What follows belongs to an exercise in optimizing a design on an open flow for small area and a short achievable clock period; a production flow would make more cautious choices. Where RTL was checked, it was by simulation tests only, not by an equivalence proof against the original. No driver is modelled on the clock port, so clock power and skew are understated where the tree is cut down; a real chip needs a root buffer or a tree.

// mul16_top
module mul16_top(
    input clk,
    input [15:0] a,
    input [15:0] b,
    output reg [31:0] res
);
Size: about 870 cells after synthesis, about 64 flip-flops, ~65 I/O pins, ~0.0087 sq mm of cells after synthesis.
clock: 22.0 ns
lec_check: 0
cap_margin: 20
core_margin: 2
core_utilization: 55
slew_margin: 20
synth_hierarchical: 1
standard.sh (not shown) runs the stock make flow with config.mk's settings and CLKGATE_MAP_FILE= SYNTH_SCRIPT=/design/flow/synth_recipe.tcl, a recipe that flattens the netlist after the stock synthesis.
==> flow/flow/run.sh <==
#!/bin/bash
# Own layout flow: the standard ORFS flow (standard.sh), with
#  - port buffers of a small, fast buffer cell instead of the default delay buffer;
#  - the clock tree rebuilt after CTS as one level of four buffers driven by the clock
#    port (flatten_clock_core.tcl), which shortens the clock's insertion delay for all
#    registers alike;
#  - after that, and after global routing, timing repair aiming for setup slack above a
#    margin, so that the design is sized for the period it can reach rather than left at
#    minimum size by the loose clock.
# make's output goes to standard.log here; ORFS keeps each step's log in orfs/logs.
set -euo pipefail
cd "$(dirname "$0")/.."
export FLOW_DIR_OWN="$PWD/flow"
export FLOW_SETUP_MARGIN=16.9
export FLOW_IN_REG_CELL=sky130_fd_sc_hd__dfxtp_4
export BUFFER_PORTS_ARGS="-buffer_cell sky130_fd_sc_hd__buf_1"
export CTS_ARGS="-sink_clustering_enable -repair_clock_nets -dont_use_dummy_load -buf_list sky130_fd_sc_hd__clkbuf_8"
export POST_CTS_TCL="$PWD/flow/flatten_clock_post.tcl"
export PRE_GLOBAL_ROUTE_TCL="$PWD/flow/grt_margin.tcl"
bash standard.sh > standard.log 2>&1
==> flow/flow/flatten_clock_post.tcl <==
source $::env(FLOW_DIR_OWN)/flatten_clock_core.tcl
if {[info exists ::env(FLOW_IN_REG_CELL)] && $::env(FLOW_IN_REG_CELL) ne ""} {
  foreach inst [get_cells {a_r* b_r*}] {
    replace_cell $inst $::env(FLOW_IN_REG_CELL)
  }
}
detailed_placement
estimate_parasitics -placement
# size the design for the period it can reach: repair setup against a margin
set ::env(SETUP_SLACK_MARGIN) $::env(FLOW_SETUP_MARGIN)
repair_timing_helper
detailed_placement
check_placement -verbose
==> flow/flow/grt_margin.tcl <==
# the global-route stage's timing repair uses the same setup margin as after CTS
set ::env(SETUP_SLACK_MARGIN) $::env(FLOW_SETUP_MARGIN)
Other scripts of this flow, unchanged in this note and not shown: flow/flow/flatten_clock_core.tcl
Then changed:
--- a/flow/flow/run.sh
+++ b/flow/flow/run.sh
@@ -14 +14 @@
-export FLOW_SETUP_MARGIN=16.9
+export FLOW_SETUP_MARGIN=16.95
Effect: The changed run completed with no timing, DRC or antenna violations; via count hardly moves; global-route usage does not change; core utilization climbs by 0.37 points; design area climbs by about 0.64%; first-iteration DRC count climbs by 3.6%; clock skew stays flat; routed wire length climbs by about 0.35%; cell count climbs by 0.37%; flip-flop and latch count is unchanged; fmax climbs by about 0.5%; worst setup slack gets better by 0.024 ns.
No functional check of the RTL was part of any run of this note. In every run of this note, the design's own scripts or RTL, not TritonCTS, make the clock network.

* * *

mul16_top, a different RTL version from the one above (not shown whole).
Size: ~740 cells after synthesis, about 64 flip-flops, ~65 I/O pins, about 0.0084 mm^2 of cells after synthesis.
==> flow/config.mk <==
export PLATFORM = sky130hd
export DESIGN_NAME = mul16_top
export DESIGN_NICKNAME = mul16_top
export VERILOG_FILES = /design/flow/design.v
export SDC_FILE = /design/flow/constraint.sdc
export NUM_CORES = 4
export LEC_CHECK = 0
export ABC_CLOCK_PERIOD_IN_PS = 2000
export CAP_MARGIN = 20
export CORE_MARGIN = 2
export CORE_UTILIZATION = 40
export SLEW_MARGIN = 20
export SYNTH_HIERARCHICAL = 1
==> flow/constraint.sdc <==
create_clock -name core_clock -period 22.0 [get_ports {clk}]
set_input_delay 4.4000 -clock core_clock [delete_from_list [all_inputs] [get_ports {clk}]]
set_output_delay 4.4000 -clock core_clock [all_outputs]
set_load 0.01 [all_outputs]
run.sh (not shown) runs the stock make flow with config.mk's settings and CLKGATE_MAP_FILE= SYNTH_SCRIPT=/design/flow/synth_recipe.tcl, a recipe that flattens the netlist after the stock synthesis.
Stock flow here: none of the scripts above is used.
The first run passed the timing, DRC and antenna checks.
Rerun with:
ABC_CLOCK_PERIOD_IN_PS = not set   (was 2000)
CORE_UTILIZATION = 70   (was 40)
First-iteration DRC count went up by 64%.
Clock-buffer cell count went up by 2.
Die area drops by 42%.
Area after synthesis does not change.
Critical path depth is unchanged.
Utilization is higher by 33 points.
Final cell count shrinks by 12%.
Maximum frequency came out lower by 1.8%.
Final area drops by 2.0%.
Global-route usage rises by 14 points.
Rerun with:
CORE_UTILIZATION = 40   (was 70)
The new run went through all stages and came out clean. Critical path depth stays the same. Final cell count came out higher by 14%. Global-route usage shrinks by 14 points. Worst hold slack is about the same. Core utilization fell by 33 points.
Rerun with:
CORE_UTILIZATION = 55   (was 40)
Synthesized cell count does not change. Cell count is lower by 8.2%. Setup slack improves by 0.014 ns.

* * *

## run 1
Another version of the RTL of mul16_top (not shown whole).
Size: about 820 cells after synthesis, about 64 flip-flops, ~0.0082 mm² of cells after synthesis.
Settings: LEC_CHECK=0, CAP_MARGIN=20, CORE_MARGIN=2, CORE_UTILIZATION=40, SLEW_MARGIN=20, SYNTH_HIERARCHICAL=1; clock period 22.0 ns.
standard.sh (not shown) runs the stock make flow with config.mk's settings and CLKGATE_MAP_FILE= SYNTH_SCRIPT=/design/flow/synth_recipe.tcl, a recipe that flattens the netlist after the stock synthesis.
==> flow/flow/run.sh <==
#!/bin/bash
# Own layout flow: the standard ORFS flow (standard.sh), with
#  - port buffers of a small, fast buffer cell instead of the default delay buffer,
#  - clock tree built from one buffer type and without dummy loads.
#  - timing repair aiming for setup slack above a margin, so that the design is sized for
#    the period it can reach rather than left at minimum size by the loose clock.
# Every tool's output goes to standard.log here; ORFS keeps per-step logs in orfs/logs.
set -euo pipefail
cd "$(dirname "$0")/.."
export BUFFER_PORTS_ARGS="-buffer_cell sky130_fd_sc_hd__buf_1"
export CTS_ARGS="-sink_clustering_enable -repair_clock_nets -dont_use_dummy_load -buf_list sky130_fd_sc_hd__clkbuf_8"
export SETUP_SLACK_MARGIN=16.7
bash standard.sh > standard.log 2>&1
Changes in run 2 relative to run 1:
Settings: a change of CORE_UTILIZATION from 40 to 55.
Findings:
- The time the worst path needs with I/O delays and setup of run 2 was superior to that of run 1.
- Number of rows in the core area (run 2 vs. run 1) decreases by more than 10%
- Run 2 against run 1: final cell count without fillers shows a reduction of 100; number of max-slew violations in the final report closely matched the old numbers; number of nets with antenna violations after routing closely matched the old numbers; post-synthesis sequential area ratio barely changed; share of flip-flops with an asynchronous set or reset closely matched the old numbers.
- Run 1 was routed with fewer vias than run 2.
- Run 2 ends up with higher share of the core filled with cells in the final layout than run 1 does.
The inputs of run 3 differ from those of run 2 as listed below.
Settings: CORE_UTILIZATION: 55 -> 40.
diff --git a/flow/flow/run.sh b/flow/flow/run.sh
--- a/flow/flow/run.sh
+++ b/flow/flow/run.sh
@@ -10,4 +10,4 @@
 export BUFFER_PORTS_ARGS="-buffer_cell sky130_fd_sc_hd__buf_1"
 export CTS_ARGS="-sink_clustering_enable -repair_clock_nets -dont_use_dummy_load -buf_list sky130_fd_sc_hd__clkbuf_8"
-export SETUP_SLACK_MARGIN=16.7
+export SETUP_SLACK_MARGIN=16.85
 bash standard.sh > standard.log 2>&1
Notes after the runs:
Comparing run 3 against run 2, there is no change at all in area of the mapped netlist. Comparing run 2 with run 3, the share of the clock period used by the worst path after layout came out essentially unchanged. Delta(met2 track utilization from global routing, run 3 - run 2) < 0. Compared with run 2, run 3 shows a higher hold slack. Re final design area excluding fillers: run 3 is about 5% up on run 2. Comparing maximum frequency for run 3 and run 2, the smaller number came from run 2.

* * *

== job 4425 ==
Another version of the RTL of mul16_top (not shown whole).
Size: roughly 820 cells after synthesis, ~65 I/O pins.
## mul16_top
module mul16_top(
    input clk,
    input [15:0] a,
    input [15:0] b,
    output reg [31:0] res
);
    reg [15:0] a_r, b_r;
    wire [31:0] p;
    multiplier u_mul(.a(a_r), .b(b_r), .res(p));
    always @(posedge clk) begin
        a_r <= a;
        b_r <= b;
        res <= p;
    end
endmodule
==> flow/config.mk <==
export PLATFORM = sky130hd
export DESIGN_NAME = mul16_top
export DESIGN_NICKNAME = mul16_top
export VERILOG_FILES = /design/flow/design.v
export SDC_FILE = /design/flow/constraint.sdc
export NUM_CORES = 4
export LEC_CHECK = 0
export CAP_MARGIN = 20
export CORE_MARGIN = 2
export CORE_UTILIZATION = 55
export SLEW_MARGIN = 20
export SYNTH_HIERARCHICAL = 1
==> flow/constraint.sdc <==
create_clock -name core_clock -period 22.0 [get_ports {clk}]
set_input_delay 4.4000 -clock core_clock [delete_from_list [all_inputs] [get_ports {clk}]]
set_output_delay 4.4000 -clock core_clock [all_outputs]
set_load 0.01 [all_outputs]
==> flow/flow/run.sh <==
#!/bin/bash
# Own layout flow: the standard ORFS flow (standard.sh), with
#  - port buffers of a small, fast buffer cell instead of the default delay buffer;
#  - the clock tree rebuilt after CTS as one level of four buffers driven by the clock
#    port (flatten_clock_core.tcl), which shortens the clock's insertion delay for all
#    registers alike;
#  - after that, and after global routing, timing repair aiming for setup slack above a
#    margin, so that the design is sized for the period it can reach rather than left at
#    minimum size by the loose clock.
# make's output goes to standard.log here; ORFS keeps each step's log in orfs/logs.
set -euo pipefail
cd "$(dirname "$0")/.."
export FLOW_DIR_OWN="$PWD/flow"
export FLOW_SETUP_MARGIN=16.9
export FLOW_IN_REG_CELL=sky130_fd_sc_hd__dfxtp_4
export BUFFER_PORTS_ARGS="-buffer_cell sky130_fd_sc_hd__buf_1"
export CTS_ARGS="-sink_clustering_enable -repair_clock_nets -dont_use_dummy_load -buf_list sky130_fd_sc_hd__clkbuf_8"
export POST_CTS_TCL="$PWD/flow/flatten_clock_post.tcl"
export PRE_GLOBAL_ROUTE_TCL="$PWD/flow/grt_margin.tcl"
bash standard.sh > standard.log 2>&1
Scripts as last shown in full above: flow/flow/flatten_clock_post.tcl, flow/flow/grt_margin.tcl
Other scripts of this flow, unchanged in this note and not shown: flow/flow/flatten_clock_core.tcl
Here is what was changed in the inputs of job 3926 compared with job 4425.
-- flow/flow/run.sh --
<<< job 4425, line 12
cd "$(dirname "$0")/.."
export FLOW_DIR_OWN="$PWD/flow"
export FLOW_SETUP_MARGIN=16.9
export FLOW_IN_REG_CELL=sky130_fd_sc_hd__dfxtp_4
export BUFFER_PORTS_ARGS="-buffer_cell sky130_fd_sc_hd__buf_1"
>>> job 3926, line 12
cd "$(dirname "$0")/.."
export FLOW_DIR_OWN="$PWD/flow"
export FLOW_SETUP_MARGIN=0
export FLOW_IN_REG_CELL=sky130_fd_sc_hd__dfxtp_4
export BUFFER_PORTS_ARGS="-buffer_cell sky130_fd_sc_hd__buf_1"
[summary]
- For the utilization, job 3926 came in 3.7 points lower than job 4425 did.
- Remaining max-slew budget at the tightest pin in job 3926 is 0.56 points lower than in job 4425
- Delta (job 3926 minus job 4425): critical path buffer and inverter count has increased, number of vias per cell after detailed routing has decreased.
- Cell with the biggest individual delay on the critical path = dfxtp_1: job 4425; cell with the biggest individual delay on the critical path = fa_1: job 3926
The inputs of job 5124 differ from those of job 3926 as listed below.
-- flow/flow/run.sh --
<<< job 3926, line 12
cd "$(dirname "$0")/.."
export FLOW_DIR_OWN="$PWD/flow"
export FLOW_SETUP_MARGIN=0
export FLOW_IN_REG_CELL=sky130_fd_sc_hd__dfxtp_4
export BUFFER_PORTS_ARGS="-buffer_cell sky130_fd_sc_hd__buf_1"
>>> job 5124, line 12
cd "$(dirname "$0")/.."
export FLOW_DIR_OWN="$PWD/flow"
export FLOW_SETUP_MARGIN=16.8
export FLOW_IN_REG_CELL=sky130_fd_sc_hd__dfxtp_4
export BUFFER_PORTS_ARGS="-buffer_cell sky130_fd_sc_hd__buf_1"
Notes after the runs:
- Job 5124 | status: complete | timing, DRC, antenna: pass
- Where time the worst path needs with I/O delays and setup is concerned, job 3926 is outperformed by job 5124.
- | global-route usage | job 3926 vs job 5124 | ≈ equal |
- Relative to job 3926, the delay of the slowest cell on the worst path of job 5124 is lower by 0.24 ns.
- Job 5124 vs job 3926, first element of the critical path: res[27] vs a_r[6]
- Tightest slew margin relative to the limit improves in job 5124 relative to job 3926.
In every run of this note, the design's own scripts or RTL, not TritonCTS, make the clock network.

* * *

red:
Another version of the RTL of mul16_top (not shown whole).
Size: about 64 flip-flops, roughly 65 I/O pins, roughly 8700 sq um of cells after synthesis.
Settings: LEC_CHECK=0, CAP_MARGIN=20, CORE_MARGIN=2, CORE_UTILIZATION=60, SLEW_MARGIN=20, SYNTH_HIERARCHICAL=1; clock period 22.0 ns.
==> flow/flow/run.sh <==
#!/bin/bash
# Own layout flow: the standard ORFS flow (standard.sh), with
#  - port buffers of a small, fast buffer cell instead of the default delay buffer;
#  - the clock tree rebuilt after CTS as one level of four buffers driven by the clock
#    port (flatten_clock_core.tcl), which shortens the clock's insertion delay for all
#    registers alike;
#  - after that, and after global routing, timing repair aiming for setup slack above a
#    margin, so that the design is sized for the period it can reach rather than left at
#    minimum size by the loose clock.
# make's output goes to standard.log here; ORFS keeps each step's log in orfs/logs.
set -euo pipefail
cd "$(dirname "$0")/.."
export FLOW_DIR_OWN="$PWD/flow"
export FLOW_SETUP_MARGIN=16.93
export SETUP_MOVE_SEQUENCE=sizeup,swap
export FLOW_IN_REG_CELL=sky130_fd_sc_hd__dfxtp_4
export FLOW_CLK_LEAF_CELL=sky130_fd_sc_hd__clkbuf_8
export BUFFER_PORTS_ARGS="-buffer_cell sky130_fd_sc_hd__buf_1"
export CTS_ARGS="-sink_clustering_enable -repair_clock_nets -dont_use_dummy_load -buf_list sky130_fd_sc_hd__clkbuf_8"
export POST_CTS_TCL="$PWD/flow/flatten_clock_post.tcl"
export PRE_GLOBAL_ROUTE_TCL="$PWD/flow/grt_margin.tcl"
bash standard.sh > standard.log 2>&1
==> flow/flow/flatten_clock_core.tcl <==
# Rebuild the clock tree that CTS made as a single level: the clock port drives
# NLEAF clock buffers directly, each driving the registers of one region of the
# core. This removes the root buffer level and so the clock's insertion delay
# (it does not skew registers against each other: all go through one buffer).
set nleaf 4
set bufcell sky130_fd_sc_hd__clkbuf_16
if {[info exists ::env(FLOW_CLK_LEAF_CELL)] && $::env(FLOW_CLK_LEAF_CELL) ne ""} { set bufcell $::env(FLOW_CLK_LEAF_CELL) }
set block [ord::get_db_block]
set clknet [$block findNet clk]
# every register clock pin (sink) of the tree, and every clock-tree buffer
set sinks {}
set bufs {}
set todo [list $clknet]
while {[llength $todo]} {
  set net [lindex $todo 0]
  set todo [lrange $todo 1 end]
  foreach it [$net getITerms] {
    if {![$it isInputSignal] && [$it getIoType] ne "INPUT"} { continue }
    set inst [$it getInst]
    set m [[$inst getMaster] getName]
    if {[string match "sky130_fd_sc_hd__clkbuf*" $m] || [string match "sky130_fd_sc_hd__clkinv*" $m] || [string match "sky130_fd_sc_hd__buf*" $m]} {
      if {[lsearch -exact $bufs $inst] < 0} {
        lappend bufs $inst
        foreach o [$inst getITerms] {
          if {[$o isOutputSignal]} { lappend todo [$o getNet] }
        }
      }
    } else {
      lappend sinks $it
    }
  }
}
puts "flatten_clock: [llength $sinks] sinks, [llength $bufs] buffers"
# split the sinks into nleaf groups: halves by x, then each half by y
proc loc {it} {
  set b [[$it getInst] getBBox]
  return [list [expr {([$b xMin] + [$b xMax]) / 2}] [expr {([$b yMin] + [$b yMax]) / 2}]]
}
proc split_by {items idx} {
  set s [lsort -real -index 1 [lmap it $items {list $it [lindex [loc $it] $idx]}]]
  set n [expr {[llength $s] / 2}]
  return [list [lmap p [lrange $s 0 [expr {$n - 1}]] {lindex $p 0}] [lmap p [lrange $s $n end] {lindex $p 0}]]
}
set groups {}
foreach half [split_by $sinks 0] {
  foreach q [split_by $half 1] { lappend groups $q }
}
# remove the old tree
foreach inst $bufs {
  foreach o [$inst getITerms] {
    if {[$o isOutputSignal]} {
      set n [$o getNet]
      foreach it [$n getITerms] { $it disconnect }
      odb::dbNet_destroy $n
    }
  }
  odb::dbInst_destroy $inst
}
# one buffer per group, at the group's centre
set master [[ord::get_db] findMaster $bufcell]
set k 0
foreach g $groups {
  set sx 0; set sy 0
  foreach it $g { lassign [loc $it] x y; incr sx $x; incr sy $y }
  set cx [expr {$sx / [llength $g]}]; set cy [expr {$sy / [llength $g]}]
  set inst [odb::dbInst_create $block $master "clkbuf_leaf_$k"]
  set net [odb::dbNet_create $block "clknet_leaf_$k"]
  $net setSigType CLOCK
  [$inst findITerm A] connect $clknet
  [$inst findITerm X] connect $net
  foreach it $g { $it connect $net }
  $inst setLocation $cx $cy
  $inst setPlacementStatus PLACED
  puts "flatten_clock: clkbuf_leaf_$k drives [llength $g] sinks"
  incr k
}
==> flow/flow/flatten_clock_post.tcl <==
source $::env(FLOW_DIR_OWN)/flatten_clock_core.tcl
if {[info exists ::env(FLOW_IN_REG_CELL)] && $::env(FLOW_IN_REG_CELL) ne ""} {
  foreach inst [get_cells {a_r* b_r*}] {
    replace_cell $inst $::env(FLOW_IN_REG_CELL)
  }
}
# optionally a stronger cell for the buffers that drive the output ports
if {[info exists ::env(FLOW_OUT_BUF_CELL)] && $::env(FLOW_OUT_BUF_CELL) ne ""} {
  foreach bt [[ord::get_db_block] getBTerms] {
    if {[$bt getIoType] ne "OUTPUT"} { continue }
    foreach it [[$bt getNet] getITerms] {
      if {[$it isOutputSignal]} {
        replace_cell [get_cells [[$it getInst] getName]] $::env(FLOW_OUT_BUF_CELL)
      }
    }
  }
}
detailed_placement
estimate_parasitics -placement
# size the design for the period it can reach: repair setup against a margin
set ::env(SETUP_SLACK_MARGIN) $::env(FLOW_SETUP_MARGIN)
repair_timing_helper
detailed_placement
check_placement -verbose
Scripts as last shown in full above: flow/flow/grt_margin.tcl
red completed end to end with timing, DRC and antenna clean.
Relative to red, the following input files were edited for blue:
Settings: CORE_UTILIZATION now 55, was 60.
--- a/flow/flow/run.sh
+++ b/flow/flow/run.sh
@@ -12,8 +12,7 @@
 cd "$(dirname "$0")/.."
 export FLOW_DIR_OWN="$PWD/flow"
-export FLOW_SETUP_MARGIN=16.93
-export SETUP_MOVE_SEQUENCE=sizeup,swap
+export FLOW_SETUP_MARGIN=0
 export FLOW_IN_REG_CELL=sky130_fd_sc_hd__dfxtp_4
-export FLOW_CLK_LEAF_CELL=sky130_fd_sc_hd__clkbuf_8
+export FLOW_OUT_BUF_CELL=sky130_fd_sc_hd__buf_2
 export BUFFER_PORTS_ARGS="-buffer_cell sky130_fd_sc_hd__buf_1"
 export CTS_ARGS="-sink_clustering_enable -repair_clock_nets -dont_use_dummy_load -buf_list sky130_fd_sc_hd__clkbuf_8"
--- a/flow/flow/flatten_clock_core.tcl
+++ b/flow/flow/flatten_clock_core.tcl
@@ -5,5 +5,4 @@
 set nleaf 4
 set bufcell sky130_fd_sc_hd__clkbuf_16
-if {[info exists ::env(FLOW_CLK_LEAF_CELL)] && $::env(FLOW_CLK_LEAF_CELL) ne ""} { set bufcell $::env(FLOW_CLK_LEAF_CELL) }
 set block [ord::get_db_block]
 set clknet [$block findNet clk]
--- a/flow/flow/flatten_clock_post.tcl
+++ b/flow/flow/flatten_clock_post.tcl
@@ -7,10 +7,7 @@
 # optionally a stronger cell for the buffers that drive the output ports
 if {[info exists ::env(FLOW_OUT_BUF_CELL)] && $::env(FLOW_OUT_BUF_CELL) ne ""} {
-  foreach bt [[ord::get_db_block] getBTerms] {
-    if {[$bt getIoType] ne "OUTPUT"} { continue }
-    foreach it [[$bt getNet] getITerms] {
-      if {[$it isOutputSignal]} {
-        replace_cell [get_cells [[$it getInst] getName]] $::env(FLOW_OUT_BUF_CELL)
-      }
+  foreach port [get_ports -filter "direction == output"] {
+    foreach pin [get_pins -of_objects [get_nets -of_objects $port] -filter "direction == output"] {
+      replace_cell [get_cells -of_objects $pin] $::env(FLOW_OUT_BUF_CELL)
     }
   }
### Flow results
Going from red to blue, weighted congestion at the end of routability-driven global placement shows a reduction of 0.055, starting utilization of the core area shows a reduction of 5.1 points.
As the logs show, blue stopped at 4_1_cts after a tool error, so it never reached the end of the flow.
Changes observed in blue relative to red: post-synthesis cell count held, half-perimeter wire length after placement held steady.
Sort red and blue by vertical die dimension, descending, and blue comes first.
Delta(setup slack at placement, blue - red) < 0
Relative to blue, the following input files were edited for green:
--- a/flow/flow/flatten_clock_post.tcl
+++ b/flow/flow/flatten_clock_post.tcl
@@ -7,7 +7,10 @@
 # optionally a stronger cell for the buffers that drive the output ports
 if {[info exists ::env(FLOW_OUT_BUF_CELL)] && $::env(FLOW_OUT_BUF_CELL) ne ""} {
-  foreach port [get_ports -filter "direction == output"] {
-    foreach pin [get_pins -of_objects [get_nets -of_objects $port] -filter "direction == output"] {
-      replace_cell [get_cells -of_objects $pin] $::env(FLOW_OUT_BUF_CELL)
+  foreach bt [[ord::get_db_block] getBTerms] {
+    if {[$bt getIoType] ne "OUTPUT"} { continue }
+    foreach it [[$bt getNet] getITerms] {
+      if {[$it isOutputSignal]} {
+        replace_cell [get_cells [[$it getInst] getName]] $::env(FLOW_OUT_BUF_CELL)
+      }
     }
   }
[compare] base=blue new=green: count of clock tree sinks was more or less identical, cell count after synthesis was more or less identical, site row count was more or less identical.
From blue to green, adder-cell share of the synthesized area did not move at all.
Changes observed in green relative to blue: initial cell density of the core saw little to no change, die width stayed essentially flat, synthesized area did not really move.
Status: final weighted congestion in routability-driven placement parity (blue, green)
Comparing blue against green, there is no change at all in synthesized-area fraction occupied by xor and xnor cells.
Re proportion of synthesized flip-flops having asynchronous set or reset: no difference whatsoever between green and blue.
The final layout from green, which completed every stage, passed the timing, DRC and antenna checks at the end of the flow.
~same number of library cell types mapped by synthesis in blue and green
### green -> orange
Settings: swapping 55 for 60 in CORE_UTILIZATION.
==> flow/flow/run.sh <==
#!/bin/bash
# Own layout flow: the standard ORFS flow (standard.sh), with
#  - port buffers of a small, fast buffer cell (buf_1) instead of the default delay buffer;
#  - the clock tree rebuilt after CTS as one level of four clkbuf_8 buffers driven by the
#    clock port (flatten_clock_core.tcl), which shortens the clock's insertion delay for
#    all registers alike (every register is one buffer away from the clock port);
#  - after that, and after global routing, timing repair by gate sizing only (no new
#    buffers) against a setup margin, so that the critical cells are sized for the
#    period the design can reach rather than left at minimum size by the loose clock.
# make's output goes to standard.log here; ORFS keeps each step's log in orfs/logs.
set -euo pipefail
cd "$(dirname "$0")/.."
export FLOW_DIR_OWN="$PWD/flow"
export FLOW_SETUP_MARGIN=16.93
export SETUP_MOVE_SEQUENCE=sizeup,swap
export FLOW_IN_REG_CELL=
export FLOW_CLK_LEAF_CELL=sky130_fd_sc_hd__clkbuf_8
export BUFFER_PORTS_ARGS="-buffer_cell sky130_fd_sc_hd__buf_1"
export CTS_ARGS="-sink_clustering_enable -repair_clock_nets -dont_use_dummy_load -buf_list sky130_fd_sc_hd__clkbuf_8"
export POST_CTS_TCL="$PWD/flow/flatten_clock_post.tcl"
export PRE_GLOBAL_ROUTE_TCL="$PWD/flow/grt_margin.tcl"
bash standard.sh > standard.log 2>&1
--- a/flow/flow/flatten_clock_core.tcl
+++ b/flow/flow/flatten_clock_core.tcl
@@ -5,4 +5,5 @@
 set nleaf 4
 set bufcell sky130_fd_sc_hd__clkbuf_16
+if {[info exists ::env(FLOW_CLK_LEAF_CELL)] && $::env(FLOW_CLK_LEAF_CELL) ne ""} { set bufcell $::env(FLOW_CLK_LEAF_CELL) }
 set block [ord::get_db_block]
 set clknet [$block findNet clk]
Findings:
- orange completed; timing, DRC and antenna clean
- Diff green -> orange: mapped cell area roughly the same, pre-CTS setup slack higher.
- Of the two candidates, green has the better worst slack on hold paths and orange the worse one.
- Synthesized cell count came out exactly the same in orange and green.
The following lists how purple was set up differently from orange:
==> flow/flow/run.sh <==
#!/bin/bash
# Own layout flow: the standard ORFS flow (standard.sh), with
#  - port buffers of a small, fast buffer cell instead of the default delay buffer;
#  - the clock tree rebuilt after CTS as one level of four buffers driven by the clock
#    port (flatten_clock_core.tcl), which shortens the clock's insertion delay for all
#    registers alike;
#  - after that, and after global routing, timing repair aiming for setup slack above a
#    margin, so that the design is sized for the period it can reach rather than left at
#    minimum size by the loose clock.
# make's output goes to standard.log here; ORFS keeps each step's log in orfs/logs.
set -euo pipefail
cd "$(dirname "$0")/.."
export FLOW_DIR_OWN="$PWD/flow"
export FLOW_SETUP_MARGIN=16.93
export SETUP_MOVE_SEQUENCE=sizeup,swap
export FLOW_IN_REG_CELL=
export FLOW_CLK_LEAF_CELL=sky130_fd_sc_hd__clkbuf_8
export BUFFER_PORTS_ARGS="-buffer_cell sky130_fd_sc_hd__buf_1"
export CTS_ARGS="-sink_clustering_enable -repair_clock_nets -dont_use_dummy_load -buf_list sky130_fd_sc_hd__clkbuf_8"
export POST_CTS_TCL="$PWD/flow/flatten_clock_post.tcl"
export PRE_GLOBAL_ROUTE_TCL="$PWD/flow/grt_margin.tcl"
bash standard.sh > standard.log 2>&1
Notes after the runs:
Reported for orange and purple, initial core utilization turned out identical to the last digit.
Reported for orange and purple, global routing usage summed across all routing layers turned out identical to the last digit.
Re remaining global-route overflow: no difference whatsoever between orange and purple.
Summary of purple over orange: die area did not really move, depth of the worst hold-timing path has remained practically unchanged.
Changes observed in purple relative to orange: number of multi-input combinational cells held steady, minimum setup slack in the final design held steady, detailed route wirelength on metal2 held steady.
From orange to purple the numbers moved as follows: number of global-route vias before repair held steady.
In red, green, orange and purple the design's own scripts or RTL, not TritonCTS, make the clock network.

[afterwards: timing with drivers on the ports]
In the flow no input, the clock included, has a driving cell. The finished layouts below were timed again as built, in two steps.
Step 1 (the two cells are an assumption about what drives the block):
set clk [get_ports {clk}]
set_driving_cell -lib_cell sky130_fd_sc_hd__clkbuf_16 $clk
set_driving_cell -lib_cell sky130_fd_sc_hd__buf_2 [delete_from_list [all_inputs] $clk]
Step 2 moves the port delays by t, midway between the first and last clock arrival at a register: inputs arrive t later, outputs are due t later. That takes back most of the time a late clock gives input paths.
a / b / c = no drivers / after step 1 / after step 2; a / b = the first two.
run | t, ns | setup WS [ns] | worst hold slack (ns) | slew at the worst register clock pin (ns)
the first run of note 1 | 0.245 | 16.956 / 16.852 / 17.098 | 0.628 / 0.628 / 0.628 | 0.09 / 0.09
the second run of note 1 | 0.246 | 16.980 / 16.876 / 17.122 | 0.627 / 0.627 / 0.627 | 0.09 / 0.09
the first run of note 2 | 0.387 | 16.379 / 16.344 / 16.379 | 0.744 / 0.744 / 0.744 | 0.06 / 0.06
the second run of note 2 | 0.386 | 16.274 / 16.274 / 16.274 | 0.747 / 0.747 / 0.747 | 0.06 / 0.06
the third run of note 2 | 0.387 | 16.379 / 16.344 / 16.379 | 0.744 / 0.744 / 0.744 | 0.06 / 0.06
the fourth run of note 2 | 0.390 | 16.394 / 16.350 / 16.403 | 0.758 / 0.758 / 0.758 | 0.07 / 0.07
run 1 | 0.407 | 16.750 / 16.709 / 16.853 | 0.609 / 0.609 / 0.609 | 0.08 / 0.08
run 2 | 0.396 | 16.754 / 16.716 / 16.837 | 0.605 / 0.605 / 0.605 | 0.08 / 0.08
run 3 | 0.402 | 16.782 / 16.740 / 16.993 | 0.623 / 0.623 / 0.623 | 0.08 / 0.08
job 4425 | 0.231 | 16.964 / 16.874 / 17.030 | 0.629 / 0.629 / 0.629 | 0.09 / 0.09
job 3926 | 0.229 | 16.732 / 16.732 / 16.732 | 0.626 / 0.626 / 0.626 | 0.08 / 0.08
job 5124 | 0.230 | 16.963 / 16.875 / 16.994 | 0.629 / 0.629 / 0.629 | 0.09 / 0.09
red | 0.232 | 16.964 / 16.891 / 17.082 | 0.614 / 0.614 / 0.614 | 0.11 / 0.11
green | 0.231 | 17.000 / 16.905 / 17.018 | 0.643 / 0.643 / 0.643 | 0.07 / 0.07
orange | 0.233 | 16.965 / 16.891 / 17.073 | 0.613 / 0.613 / 0.613 | 0.11 / 0.11
purple | 0.233 | 16.965 / 16.891 / 17.073 | 0.613 / 0.613 / 0.613 | 0.11 / 0.11
After both steps setup and hold are still met in every run listed.
